From an optimization exercise on the open Yosys and OpenROAD flow, aimed at small area, a short achievable clock period and few clock cycles; shortcuts taken in it are not production practice.
Only simulation tests tie the RTL to the original design; equivalence was not proved.

$ cat design/flow/config.mk
export PLATFORM = sky130hd
export DESIGN_NAME = arm
export DESIGN_NICKNAME = arm
export VERILOG_FILES = /design/flow/design.v
export SDC_FILE = /design/flow/constraint.sdc
export NUM_CORES = 4
export LEC_CHECK = 0
export CAP_MARGIN = 20
export CORE_MARGIN = 2
export CORE_UTILIZATION = 40
export SETUP_SLACK_MARGIN = 0.4
export SLEW_MARGIN = 20
$ cat design/flow/constraint.sdc
create_clock -name core_clock -period 13.0 [get_ports {clk}]
set_input_delay 2.6000 -clock core_clock [delete_from_list [all_inputs] [get_ports {clk}]]
set_output_delay 2.6000 -clock core_clock [all_outputs]
set_load 0.01 [all_outputs]
$ cat design/flow/design.v
module arm (
	clk,
	reset,
	MemWrite,
	Adr,
	WriteData,
	ReadData
);
	input wire clk;
	input wire reset;
	output wire MemWrite;
	output wire [31:0] Adr;
	output wire [31:0] WriteData;
	input wire [31:0] ReadData;
	wire [31:0] Instr;
	wire [3:0] ALUFlags;
	wire PCWrite;
	wire RegWrite;
	wire IRWrite;
	wire AdrSrc;
	wire [1:0] RegSrc;
	wire [1:0] ALUSrcA;
	wire [1:0] ALUSrcB;
	wire [1:0] ImmSrc;
  	wire [2:0] ALUControl;
	wire [1:0] ResultSrc;
  	wire lmulFlag;
  	wire RegSrcMul;
	controller c(
		.clk(clk),
		.reset(reset),
		.Instr(Instr),
		.ALUFlags(ALUFlags),
		.PCWrite(PCWrite),
		.MemWrite(MemWrite),
		.RegWrite(RegWrite),
		.IRWrite(IRWrite),
		.AdrSrc(AdrSrc),
		.RegSrc(RegSrc),
		.ALUSrcA(ALUSrcA),
		.ALUSrcB(ALUSrcB),
		.ResultSrc(ResultSrc),
		.ImmSrc(ImmSrc),
      	.ALUControl(ALUControl),
      	.lmulFlag(lmulFlag),
      	.RegSrcMul(RegSrcMul)
	);
	datapath dp(
		.clk(clk),
		.reset(reset),
		.Adr(Adr),
		.WriteData(WriteData),
		.ReadData(ReadData),
		.Instr(Instr),
		.ALUFlags(ALUFlags),
		.PCWrite(PCWrite),
      	.RegWrite(RegWrite),
		.IRWrite(IRWrite),
		.AdrSrc(AdrSrc),
		.RegSrc(RegSrc),
		.ALUSrcA(ALUSrcA),
		.ALUSrcB(ALUSrcB),
		.ResultSrc(ResultSrc),
		.ImmSrc(ImmSrc),
      	.ALUControl(ALUControl),
      	.lmulFlag(lmulFlag),
      	.RegSrcMul(RegSrcMul)
	);
endmodule
module controller (
	clk,
	reset,
	Instr,
	ALUFlags,
	PCWrite,
	MemWrite,
	RegWrite,
	IRWrite,
	AdrSrc,
	RegSrc,
	ALUSrcA,
	ALUSrcB,
	ResultSrc,
	ImmSrc,
	ALUControl,
  	lmulFlag,
  	RegSrcMul
);
	input wire clk;
	input wire reset;
  	input wire [31:0] Instr;
	input wire [3:0] ALUFlags;
	output wire PCWrite;
	output wire MemWrite;
	output wire RegWrite;
	output wire IRWrite;
	output wire AdrSrc;
	output wire [1:0] RegSrc;
	output wire [1:0] ALUSrcA;
	output wire [1:0] ALUSrcB;
	output wire [1:0] ResultSrc;
	output wire [1:0] ImmSrc;
  	output wire [2:0] ALUControl;
  	output wire lmulFlag;
  	output wire RegSrcMul;
	wire [1:0] FlagW;
	wire PCS;
	wire NextPC;
	wire RegW;
	wire MemW;
	decode dec(
		.clk(clk),
		.reset(reset),
		.Op(Instr[27:26]),
      	.Mop(Instr[7:4]),
		.Funct(Instr[25:20]),
		.Rd(Instr[15:12]),
		.FlagW(FlagW),
		.PCS(PCS),
		.NextPC(NextPC),
		.RegW(RegW),
		.MemW(MemW),
		.IRWrite(IRWrite),
		.AdrSrc(AdrSrc),
		.ResultSrc(ResultSrc),
		.ALUSrcA(ALUSrcA),
		.ALUSrcB(ALUSrcB),
		.ImmSrc(ImmSrc),
		.RegSrc(RegSrc),
      	.ALUControl(ALUControl),
      	.lmulFlag(lmulFlag),
      	.RegSrcMul(RegSrcMul)
	);
	condlogic cl(
		.clk(clk),
		.reset(reset),
		.Cond(Instr[31:28]),
		.ALUFlags(ALUFlags),
		.FlagW(FlagW),
		.PCS(PCS),
		.NextPC(NextPC),
		.RegW(RegW),
		.MemW(MemW),
		.PCWrite(PCWrite),
		.RegWrite(RegWrite),
		.MemWrite(MemWrite)
	);
endmodule
module decode (
	clk,
	reset,
	Op,
  	Mop,
	Funct,
	Rd,
	FlagW,
	PCS,
	NextPC,
	RegW,
	MemW,
	IRWrite,
	AdrSrc,
	ResultSrc,
	ALUSrcA,
	ALUSrcB,
	ImmSrc,
	RegSrc,
	ALUControl,
  	lmulFlag,
  	RegSrcMul
);
	input wire clk;
	input wire reset;
	input wire [1:0] Op;
	input wire [5:0] Funct;
  	input wire [3:0] Mop;
	input wire [3:0] Rd;
	output reg [1:0] FlagW;
	output wire PCS;
	output wire NextPC;
	output wire RegW;
	output wire MemW;
	output wire IRWrite;
	output wire AdrSrc;
	output wire [1:0] ResultSrc;
	output wire [1:0] ALUSrcA;
	output wire [1:0] ALUSrcB;
	output wire [1:0] ImmSrc;
	output wire [1:0] RegSrc;
  	output wire lmulFlag;
  	output reg [2:0] ALUControl;
	wire Branch;
	wire ALUOp;
  	output wire RegSrcMul; 
	mainfsm fsm(
		.clk(clk),
		.reset(reset),
		.Op(Op),
		.Funct(Funct),
		.IRWrite(IRWrite),
		.AdrSrc(AdrSrc),
		.ALUSrcA(ALUSrcA),
		.ALUSrcB(ALUSrcB),
		.ResultSrc(ResultSrc),
		.NextPC(NextPC),
		.RegW(RegW),
		.MemW(MemW),
		.Branch(Branch),
      	.ALUOp(ALUOp),
      	.lmulFlag(lmulFlag)
	);
	always @(*) begin
    	if (ALUOp) begin
        	if (RegSrcMul) begin
            	ALUControl = 3'b101;                     
        	end
        	else begin
            	case (Funct[4:1])
                	4'b0100: ALUControl = 3'b000;        
                	4'b0010: ALUControl = 3'b001;        
                	4'b0000: ALUControl = 3'b010;        
                	4'b1100: ALUControl = 3'b011;        
                	4'b0001: ALUControl = 3'b100;        
                	default: ALUControl = 3'bxxx;
            	endcase
        	end
        	FlagW[1] = Funct[0];
        	FlagW[0] = Funct[0] & ((ALUControl == 3'b000) | (ALUControl == 3'b001));
    	end
    	else begin
        	ALUControl = 3'b000;
        	FlagW = 2'b00;
    	end
	end
	assign PCS = ((Rd == 4'b1111) & RegW) | Branch;
	assign ImmSrc = Op;
  	assign RegSrc[1] = Op == 2'b01;  
	assign RegSrc[0] = Op == 2'b10;  
    assign RegSrcMul = (Op == 2'b00) & ~Funct[5] & (Mop[3:0] == 4'b1001);
endmodule
module mainfsm (
	clk,
	reset,
	Op,
	Funct,
	IRWrite,
	AdrSrc,
	ALUSrcA,
	ALUSrcB,
	ResultSrc,
	NextPC,
	RegW,
	MemW,
	Branch,
	ALUOp,
  	lmulFlag
);
	input wire clk;
	input wire reset;
	input wire [1:0] Op;
	input wire [5:0] Funct;
	output wire IRWrite;
	output wire AdrSrc;
	output wire [1:0] ALUSrcA;
	output wire [1:0] ALUSrcB;
	output wire [1:0] ResultSrc;
	output wire NextPC;
	output wire RegW;
	output wire MemW;
	output wire Branch;
	output wire ALUOp;
  	output wire lmulFlag;
	reg [3:0] state;
	reg [3:0] nextstate;
  	reg [13:0] controls;
	localparam [3:0] FETCH = 0;
	localparam [3:0] DECODE = 1;
	localparam [3:0] MEMADR = 2;
	localparam [3:0] MEMRD = 3;
	localparam [3:0] MEMWB = 4;
	localparam [3:0] MEMWR = 5;
	localparam [3:0] EXECUTER = 6;
	localparam [3:0] EXECUTEI = 7;
	localparam [3:0] ALUWB = 8;
	localparam [3:0] BRANCH = 9;
	localparam [3:0] UNKNOWN = 10;
	always @(posedge clk or posedge reset)
		if (reset)
			state <= FETCH;
		else
			state <= nextstate;
	always @(*)
		casex (state)
			FETCH: nextstate = DECODE;
			DECODE:
				case (Op)
					2'b00:
						if (Funct[5])
							nextstate = EXECUTEI;
						else
							nextstate = EXECUTER;
					2'b01: nextstate = MEMADR;
					2'b10: nextstate = BRANCH;
					default: nextstate = UNKNOWN;
				endcase
			MEMADR:
				if (Funct[0]) 
					nextstate = MEMRD;
				else
					nextstate = MEMWR;
			MEMRD: nextstate = MEMWB;
			MEMWB: nextstate = FETCH;
			MEMWR: nextstate = FETCH;
			EXECUTER: nextstate = ALUWB;
			EXECUTEI: nextstate = ALUWB;
			ALUWB: nextstate = FETCH;
			BRANCH: nextstate = FETCH;
			default: nextstate = FETCH;
		endcase
	always @(*) begin
		case (state)
			FETCH: controls =    14'b10001010011000;
			DECODE: controls =   14'b00000010011000;
			MEMADR: controls =   14'b00000000000100;
			MEMRD: controls =    14'b00000100000000;
			MEMWB: controls =    14'b00010001000000;
			MEMWR: controls =    14'b00100100000000;
			EXECUTER: controls = 14'b00000000000010;
			EXECUTEI: controls = 14'b00000000000110;
			ALUWB: controls =    14'b00010000000000;
			BRANCH: controls =   14'b01000010100100;
			default: controls =  14'bxxxxxxxxxxxxxx;
		endcase
	end
  assign {NextPC, Branch, MemW, RegW, IRWrite, AdrSrc,
        ResultSrc, ALUSrcA, ALUSrcB, ALUOp, lmulFlag} = controls;
endmodule
module condlogic (
	clk,
	reset,
	Cond,
	ALUFlags,
	FlagW,
	PCS,
	NextPC,
	RegW,
	MemW,
	PCWrite,
	RegWrite,
	MemWrite
);
	input wire clk;
	input wire reset;
	input wire [3:0] Cond;
	input wire [3:0] ALUFlags;
	input wire [1:0] FlagW;
	input wire PCS;
	input wire NextPC;
	input wire RegW;
	input wire MemW;
	output wire PCWrite;
	output wire RegWrite;
	output wire MemWrite;
	wire [1:0] FlagWrite;
	wire [3:0] Flags;
	wire CondEx;
  	wire actualCondEx;
  	wire PCSrc;
	flopenr #(2) flagreg1 (      
        .clk(clk),
		.reset(reset),
		.en(FlagWrite[1]),
		.d(ALUFlags[3:2]),
		.q(Flags[3:2])           
    );
  	flopenr #(2) flagreg0 (     
        .clk(clk),
		.reset(reset),
		.en(FlagWrite[0]),
		.d(ALUFlags[1:0]),
		.q(Flags[1:0])
    );
  	flopr #(1) condexreg (
        .clk(clk),
		.reset(reset),
		.d(CondEx),
		.q(actualCondEx)
    );
  	condcheck cc (
        .Cond(Cond),
        .Flags(Flags),
        .CondEx(CondEx)
    );
  	assign FlagWrite = FlagW & {2 {CondEx}};
  	assign RegWrite = RegW & actualCondEx;
    assign MemWrite = MemW & actualCondEx;
    assign PCSrc   = PCS & actualCondEx;
    assign PCWrite = PCSrc | NextPC;
endmodule
module condcheck (
	Cond,
	Flags,
	CondEx
);
	input wire [3:0] Cond;
	input wire [3:0] Flags;
	output reg CondEx;
  	wire neg;
	wire zero;
	wire carry;
	wire overflow;
	wire ge;
	assign {neg, zero, carry, overflow} = Flags;
	assign ge = neg == overflow;
	always @(*)
		case (Cond)
			4'b0000: CondEx = zero;
			4'b0001: CondEx = ~zero;
			4'b0010: CondEx = carry;
			4'b0011: CondEx = ~carry;
			4'b0100: CondEx = neg;
			4'b0101: CondEx = ~neg;
			4'b0110: CondEx = overflow;
			4'b0111: CondEx = ~overflow;
			4'b1000: CondEx = carry & ~zero;
			4'b1001: CondEx = ~(carry & ~zero);
			4'b1010: CondEx = ge;
			4'b1011: CondEx = ~ge;
			4'b1100: CondEx = ~zero & ge;
			4'b1101: CondEx = ~(~zero & ge);
			4'b1110: CondEx = 1'b1;
			default: CondEx = 1'bx;
		endcase
endmodule
module datapath (
	clk,
	reset,
	Adr,
	WriteData,
	ReadData,
	Instr,
	ALUFlags,
	PCWrite,
	RegWrite,
	IRWrite,
	AdrSrc,
	RegSrc,
	ALUSrcA,
	ALUSrcB,
	ResultSrc,
	ImmSrc,
	ALUControl,
  	lmulFlag,
  	RegSrcMul
);
	input wire clk;
	input wire reset;
	output wire [31:0] Adr;
	output wire [31:0] WriteData;
	input wire [31:0] ReadData;
	output wire [31:0] Instr;
	output wire [3:0] ALUFlags;
	input wire PCWrite;
	input wire RegWrite;
	input wire IRWrite;
	input wire AdrSrc;
	input wire [1:0] RegSrc;
	input wire [1:0] ALUSrcA;
	input wire [1:0] ALUSrcB;
	input wire [1:0] ResultSrc;
	input wire [1:0] ImmSrc;
  	input wire [2:0] ALUControl;
  	input wire lmulFlag;
  	input wire RegSrcMul;
	wire [31:0] PCNext;
	wire [31:0] PC;
	wire [31:0] ExtImm;
	wire [31:0] SrcA;
	wire [31:0] SrcB;
	wire [31:0] Result;
	wire [31:0] Data;
	wire [31:0] RD1;
	wire [31:0] RD2;
	wire [31:0] A;
	wire [31:0] ALUResult;
	wire [31:0] ALUOut;
	wire [3:0] RA1;
	wire [3:0] RA2;
  	wire [3:0] _RA1, _RA2, A3;
  	flopenr #(32) pcreg(
		.clk(clk),
		.reset(reset),
		.en(PCWrite),
		.d(Result),
		.q(PC)
	);
	mux2 #(32) adrmux(
		.d0(PC),
		.d1(Result),
		.s(AdrSrc),
		.y(Adr)
	);
	flopenr #(32) instrreg(
		.clk(clk),
		.reset(reset),
		.en(IRWrite),
		.d(ReadData),
		.q(Instr)
	);
	flopr #(32) readdatareg(
		.clk(clk),
		.reset(reset),
		.d(ReadData),
		.q(Data)
	);
  	mux2 #(4) ra1mulmux(
      .d0(Instr[19:16]), 
      .d1(Instr[3:0]), 
      .s(RegSrcMul), 
      .y(_RA1)
    );
  	mux2 #(4) ra2mulmux(
    	.d0(Instr[3:0]),     
    	.d1(Instr[11:8]),    
    	.s(RegSrcMul),
    	.y(_RA2)
	);
  	mux2 #(4) a3mux(
    	.d0(Instr[15:12]),   
    	.d1(Instr[19:16]),   
    	.s(RegSrcMul),
    	.y(A3)
	);
  	mux2 #(4) ra1mux(
    	.d0(_RA1),
    	.d1(4'd15),
    	.s(RegSrc[0]),
    	.y(RA1)
	);
  	mux2 #(4) ra2mux(
    	.d0(_RA2),
    	.d1(Instr[15:12]),
    	.s(RegSrc[1]),
    	.y(RA2)
	);
	regfile rf(
		.clk(clk),
		.we3(RegWrite),
		.ra1(RA1),
		.ra2(RA2),
      	.wa3(A3),
		.wd3(Result),
		.r15(Result),
		.rd1(RD1),
		.rd2(RD2)
	);
	extend ext(
		.Instr(Instr[23:0]),
		.ImmSrc(ImmSrc),
		.ExtImm(ExtImm)
	);
	flopr2 #(32) regdatareg(
		.clk(clk),
		.reset(reset),
		.d0(RD1),
		.d1(RD2),
		.q0(A),
		.q1(WriteData)
	);
	mux3 #(32) srcamux(
		.d0(A),
		.d1(PC),
		.d2(ALUOut),
		.s(ALUSrcA),
		.y(SrcA)
	);
	mux3 #(32) srcbmux(
		.d0(WriteData),
		.d1(ExtImm),
		.d2(4),
		.s(ALUSrcB),
		.y(SrcB)
	);
	alu alu(
		SrcA,
		SrcB,
		ALUControl,
		ALUResult,
		ALUFlags
	);
	flopr #(32) aluresultreg(
		.clk(clk),
		.reset(reset),
		.d(ALUResult),
		.q(ALUOut)
	);
	mux3 #(32) resmux(
		.d0(ALUOut),
		.d1(Data),
		.d2(ALUResult),
		.s(ResultSrc),
		.y(Result)
	);
endmodule
module mux3 (
	d0,
	d1,
	d2,
	s,
	y
);
	parameter WIDTH = 8;
	input wire [WIDTH - 1:0] d0;
	input wire [WIDTH - 1:0] d1;
	input wire [WIDTH - 1:0] d2;
	input wire [1:0] s;
	output wire [WIDTH - 1:0] y;
	assign y = (s[1] ? d2 : (s[0] ? d1 : d0));
endmodule
module flopr (
	clk,
	reset,
	d,
	q
);
	parameter WIDTH = 8;
	input wire clk;
	input wire reset;
	input wire [WIDTH - 1:0] d;
	output reg [WIDTH - 1:0] q;
	always @(posedge clk or posedge reset)
		if (reset)
			q <= 0;
		else
			q <= d;
endmodule
module alu(input  [31:0] a, b,
           input  [2:0]  ALUControl,
           output reg [31:0] Result,
           output wire [3:0]  ALUFlags);
	wire        neg, zero, carry, overflow;
    wire [31:0] condinvb;
    wire [32:0] sum;
    assign condinvb = ALUControl[0] ? ~b : b;
    assign sum = a + condinvb + ALUControl[0];
    always @(*)
    begin
      	casex (ALUControl[2:0])
        3'b00?: Result = sum;
        3'b010: Result = a & b;
        3'b011: Result = a | b;
        3'b100: Result = a ^ b;
        3'b101: Result = a * b;
        default: Result = 32'bx;
        endcase
    end
    assign neg      = Result[31];
    assign zero     = (Result == 32'b0);
    assign carry    = (ALUControl[1] == 1'b0) & sum[32];
    assign overflow = (ALUControl[1] == 1'b0) & ~(a[31] ^ b[31] ^ ALUControl[0]) & (a[31] ^ sum[31]);
    assign ALUFlags = {neg, zero, carry, overflow};
endmodule
module flopr2 (
	clk,
	reset,
	d0,
    d1,
	q0,
    q1
);
	parameter WIDTH = 8;
	input wire clk;
	input wire reset;
	input wire [WIDTH - 1:0] d0;
    input wire [WIDTH - 1:0] d1;
	output reg [WIDTH - 1:0] q0;
    output reg [WIDTH - 1:0] q1;
	always @(posedge clk or posedge reset) begin
		if (reset) begin
			q0 <= 0;
            q1 <= 0;
        end
		else begin
			q0 <= d0;
            q1 <= d1;
        end
    end
endmodule
module extend (
	Instr,
	ImmSrc,
	ExtImm
);
	input wire [23:0] Instr;
	input wire [1:0] ImmSrc;
	output reg [31:0] ExtImm;
	always @(*)
		case (ImmSrc)
			2'b00: ExtImm = {24'b000000000000000000000000, Instr[7:0]};
			2'b01: ExtImm = {20'b00000000000000000000, Instr[11:0]};
			2'b10: ExtImm = {{6 {Instr[23]}}, Instr[23:0], 2'b00};
			default: ExtImm = 32'bxxxxxxxxxxxxxxxxxxxxxxxxxxxxxxxx;
		endcase
endmodule
module regfile (
	clk,
	we3,
	ra1,
	ra2,
	wa3,
	wd3,
	r15,
	rd1,
	rd2
);
	input wire clk;
	input wire we3;
	input wire [3:0] ra1;
	input wire [3:0] ra2;
	input wire [3:0] wa3;
	input wire [31:0] wd3;
	input wire [31:0] r15;
	output wire [31:0] rd1;
	output wire [31:0] rd2;
	reg [31:0] rf [14:0];
	always @(posedge clk)
		if (we3) begin
			rf[wa3] <= wd3;
		end
	assign rd1 = (ra1 == 4'b1111 ? r15 : rf[ra1]);
	assign rd2 = (ra2 == 4'b1111 ? r15 : rf[ra2]);
endmodule
module mux2 (
	d0,
	d1,
	s,
	y
);
	parameter WIDTH = 8;
	input wire [WIDTH - 1:0] d0;
	input wire [WIDTH - 1:0] d1;
	input wire s;
	output wire [WIDTH - 1:0] y;
	assign y = (s ? d1 : d0);
endmodule
module flopenr (
	clk,
	reset,
	en,
	d,
	q
);
	parameter WIDTH = 8;
	input wire clk;
	input wire reset;
	input wire en;
	input wire [WIDTH - 1:0] d;
	output reg [WIDTH - 1:0] q;
	always @(posedge clk or posedge reset)
		if (reset)
			q <= 0;
		else if (en)
			q <= d;
endmodule
$ cat design/flow/run.sh
#!/bin/bash
# synth_recipe.tcl (not shown) runs the flow's synth.tcl, then flattens the netlist and writes it again
# the make line also repeats each setting of config.mk as NAME=value (left out here)
make -C /OpenROAD-flow-scripts/flow DESIGN_CONFIG=/design/flow/config.mk WORK_HOME=/design/flow/orfs CLKGATE_MAP_FILE= SYNTH_SCRIPT=/design/flow/synth_recipe.tcl finish
==> flow_metrics.tcl <==
set metrics [dict create \
    async_reset_ff_frac 0.295 \
    slew_violations 0 \
    cpPeakStageDelay_ns 0.54 \
    r2r_end "c.cl.flagreg1.q[1]$_DFFE_PP0P_" \
    track_usage 0.285 \
    tightest_slew_ns 1.10 \
    ctsLongestPathBuffers 3 \
    critPathKind "reg2out" \
    area_delta_synth_final_pct 14.5 \
    ant_nets 0 \
    arrival_ns 9.83 \
    drc 0 \
    hold_viol 0 \
    utilization 0.461 \
    holdBufCountCts 0 \
    max_slew_margin 0.258 \
    hold_end "dp.pcreg.q[29]$_DFFE_PP0P_" \
    syn-cell-area_um2 51300 \
    clock_skew_ns 0.0393 \
    vias 40600 \
    final_nets 5886 \
    postSynthRegisterBits 681 \
    numCtsBuffers 68 \
    layout_commonest_cell "nand2_1" \
    routedWlPerCell_um 27.3 \
    cts_sinks 681 \
    required_ns 10.40 \
    drtPass1Iterations 6 \
    cp-start-kind "register" \
    grt_pass1_vias 40100 \
    dp_hpwl_um 133000 \
    worst_r2r_path_depth 32 \
    cts_tree "built" \
    rows 131 \
    grt_antenna_before_repair 3 \
    ys_seq_area_frac 0.379 \
    reg2reg_slack_ns 3.06 \
    hold_class "reg2reg" \
    synth_cell_types 90 \
    hold_depth 2 \
    fin_crit_ns 12.43 \
    final_cell_mix "nand2_1, nor2_1, edfxtp_1" \
    core-area_um2 127000 \
    synthFlopType "edfxtp_1" \
    crit_fanout 12 \
    clkLatencyLatePin_ns 0.65 \
    ioPinCount 99 \
    r2r_start "dp.instrreg.q[26]$_DFFE_PP0P_" \
    synthCells 5102 \
    grt_max_degree 175 \
    diodes 0 \
    synth_warnings 11 \
    drv_cap 0 \
    grt-ovfl-total 0 \
    min_from "dp.pcreg.q[29]$_DFFE_PP0P_" \
    max_freq_mhz 80.5 \
    synth-edff-count 480 \
    drive_above_1_share 0.135 \
    dieWidth_um 362 \
    wirelength_um 189000 \
    end_kind "output port" \
    cts_root_buf "clkbuf_16" \
    worst_hold_slack_ns 0.509 \
    clk_pin_slew_ns 0.07 \
    start_util 0.403 \
    final.setup.tns_ns 0 \
    status "timing/DRC/antenna clean" \
    fp.dieH_um 362 \
    drtIter0Drc 4566 \
    rsz0062_at_grt "yes" \
    gp_congestion 1.04 \
    period_share 0.956 \
    syn-num-nets 5770 \
    grt_pass1_wl_um 274000 \
    htree_levels 3 \
    numPortBuffers 98 \
    setup_violations 0 \
    viasPerCell 5.86 \
    fillers 11800 \
    die_area_um2 131000 \
    syn_area_per_cell_um2 10.0 \
    cp_common_cell "fa_1" \
    slowest_stage "clkdlybuf4s50_1" \
]
[worst max path at each step]
stage | start | to | slack, ns
global placement | c.dec.fsm.state[2]$_DFF_PP0_ | Adr[24] | 0.29
global route | c.dec.fsm.state[2]$_DFF_PP0_ | Adr[22] | 0.35
detailed placement | c.dec.fsm.state[2]$_DFF_PP0_ | Adr[29] | 0.21
CTS | c.dec.fsm.state[2]$_DFF_PP0_ | Adr[29] | 0.34
floorplan | c.dec.fsm.state[3]$_DFF_PP0_ | Adr[22] | 1.70
finish | c.dec.fsm.state[2]$_DFF_PP0_ | Adr[21] | 0.57
[cells in the mapped netlist (all sizes together), types with 16 or more instances]
master / n / area, um^2
inv: 469 / 1760
ha: 225 / 2820
o21a: 19 / 143
xor2: 22 / 193
fa: 409 / 8190
mux4: 96 / 2160
nand2: 934 / 3510
mux2: 58 / 653
nand3: 169 / 858
and3: 47 / 299
nor3: 22 / 110
o211ai: 31 / 233
nor2: 529 / 1990
a31oi: 82 / 553
edfxtp: 480 / 14400
a221oi: 16 / 140
a21o: 43 / 323
mux2i: 95 / 951
clkbuf: 240 / 901
o21ai: 245 / 1260
a311oi: 99 / 873
xnor2: 103 / 902
buf: 74 / 345
a211oi: 35 / 278
a21oi: 154 / 786
dfrtp: 201 / 5030
[worst max-delay path: cells and delay by family, from the launching register on]
family,cells,cell delay [ns]
and+or+nand+nor,3,0.76
buffers and inverters,8,1.51
xor gates and xnor gates,1,0.23
muxes,1,0.26
AOI/OAI and AO/OA,8,1.83
adders and majority gates,10,4.11
DFF,1,0.44
[layout make-up]
| type | instances | area, um^2 | area share |
|---|---|---|---|
| Timing Repair Buffer | 360 | 3270 | 0.0557 |
| Inverter | 472 | 1880 | 0.0320 |
| Clock inverter | 38 | 534 | 0.00910 |
| Tap cell | 1662 | 2080 | 0.0354 |
| Clock buffer | 84 | 1850 | 0.0316 |
| Multi-Input combinational cell | 3635 | 29600 | 0.505 |
| Sequential cell | 681 | 19400 | 0.331 |
[per-layer routing]
metal | up-vias | wire, um | track usage
li1 | 17700 | - | -
met1 | 20500 | 73800 | 0.368
met2 | 1959 | 88100 | 0.463
met3 | 422 | 15400 | 0.0424
met4 | 2 | 11600 | 0.155
met5 | - | 46 | 0
[registers in the layout, indices dropped and copies added, names as in the netlist, 2 cells and up]
| name | cells |
|---|---|
| c.cl.flagreg0.q | 2 |
| dp.aluresultreg.q | 32 |
| c.dec.fsm.state | 4 |
| dp.readdatareg.q | 32 |
| dp.pcreg.q | 32 |
| dp.regdatareg.q1 | 32 |
| c.cl.flagreg1.q | 2 |
| dp.rf.rf | 480 |
| dp.regdatareg.q0 | 32 |
| dp.instrreg.q | 32 |
[logic make-up (layout without fill, tap and decap cells)]
kind of cell | Yosys count | in the layout | synth area share
mux | 249 | 249 | 0.0735
buf+inv | 786 | 954 | 0.0589
simple gates | 1811 | 1811 | 0.147
flops | 681 | 681 | 0.379
xor+xnor | 128 | 128 | 0.0227
fa+ha+maj | 634 | 634 | 0.215
compound gates | 813 | 813 | 0.104
[stage by stage]
step                      area (um^2)  std cells  setup slack, ns
after floorplan                 51300       5102             1.70
after global placement          55100       6764            0.294
after detailed placement        55100       6764            0.208
after CTS                       58200       6913            0.337
after global routing            58700       6932            0.353
final                           58700       6932            0.571
[timing repair]
item,CTS,global route
endpoints found under the setup margin,17,16
pin swaps,15,24
buffers inserted,25,19
gates resized for setup,112,87
gates cloned,2,0
Testbench counts, summed over its fixed seeds: cycles 127,253.

## port drivers added, routing unchanged
In the flow no input, the clock included, has a driving cell. The finished layout below was timed again as built, in two steps.
Step 1 assumes that a clkbuf_16 drives the clock port and a buf_2 every other input.
Step 2 also shifts input and output timing later by t, the mid clock arrival at the registers, as if the neighbouring blocks saw the same clock.
Slacks: ideal ports / drivers / drivers and shift; pairs: ideal ports / drivers.
shift t [ns]: 0.695
setup slack, ns: 0.571 / 0.502 / 1.197
clock arrival spread, ns: 0.040 / 0.040
cell pins on the clock port's net: 1
After both steps this run still meets setup and hold. The setup slack of this run moves by -0.069 ns with the drivers and by +0.626 ns with both steps.
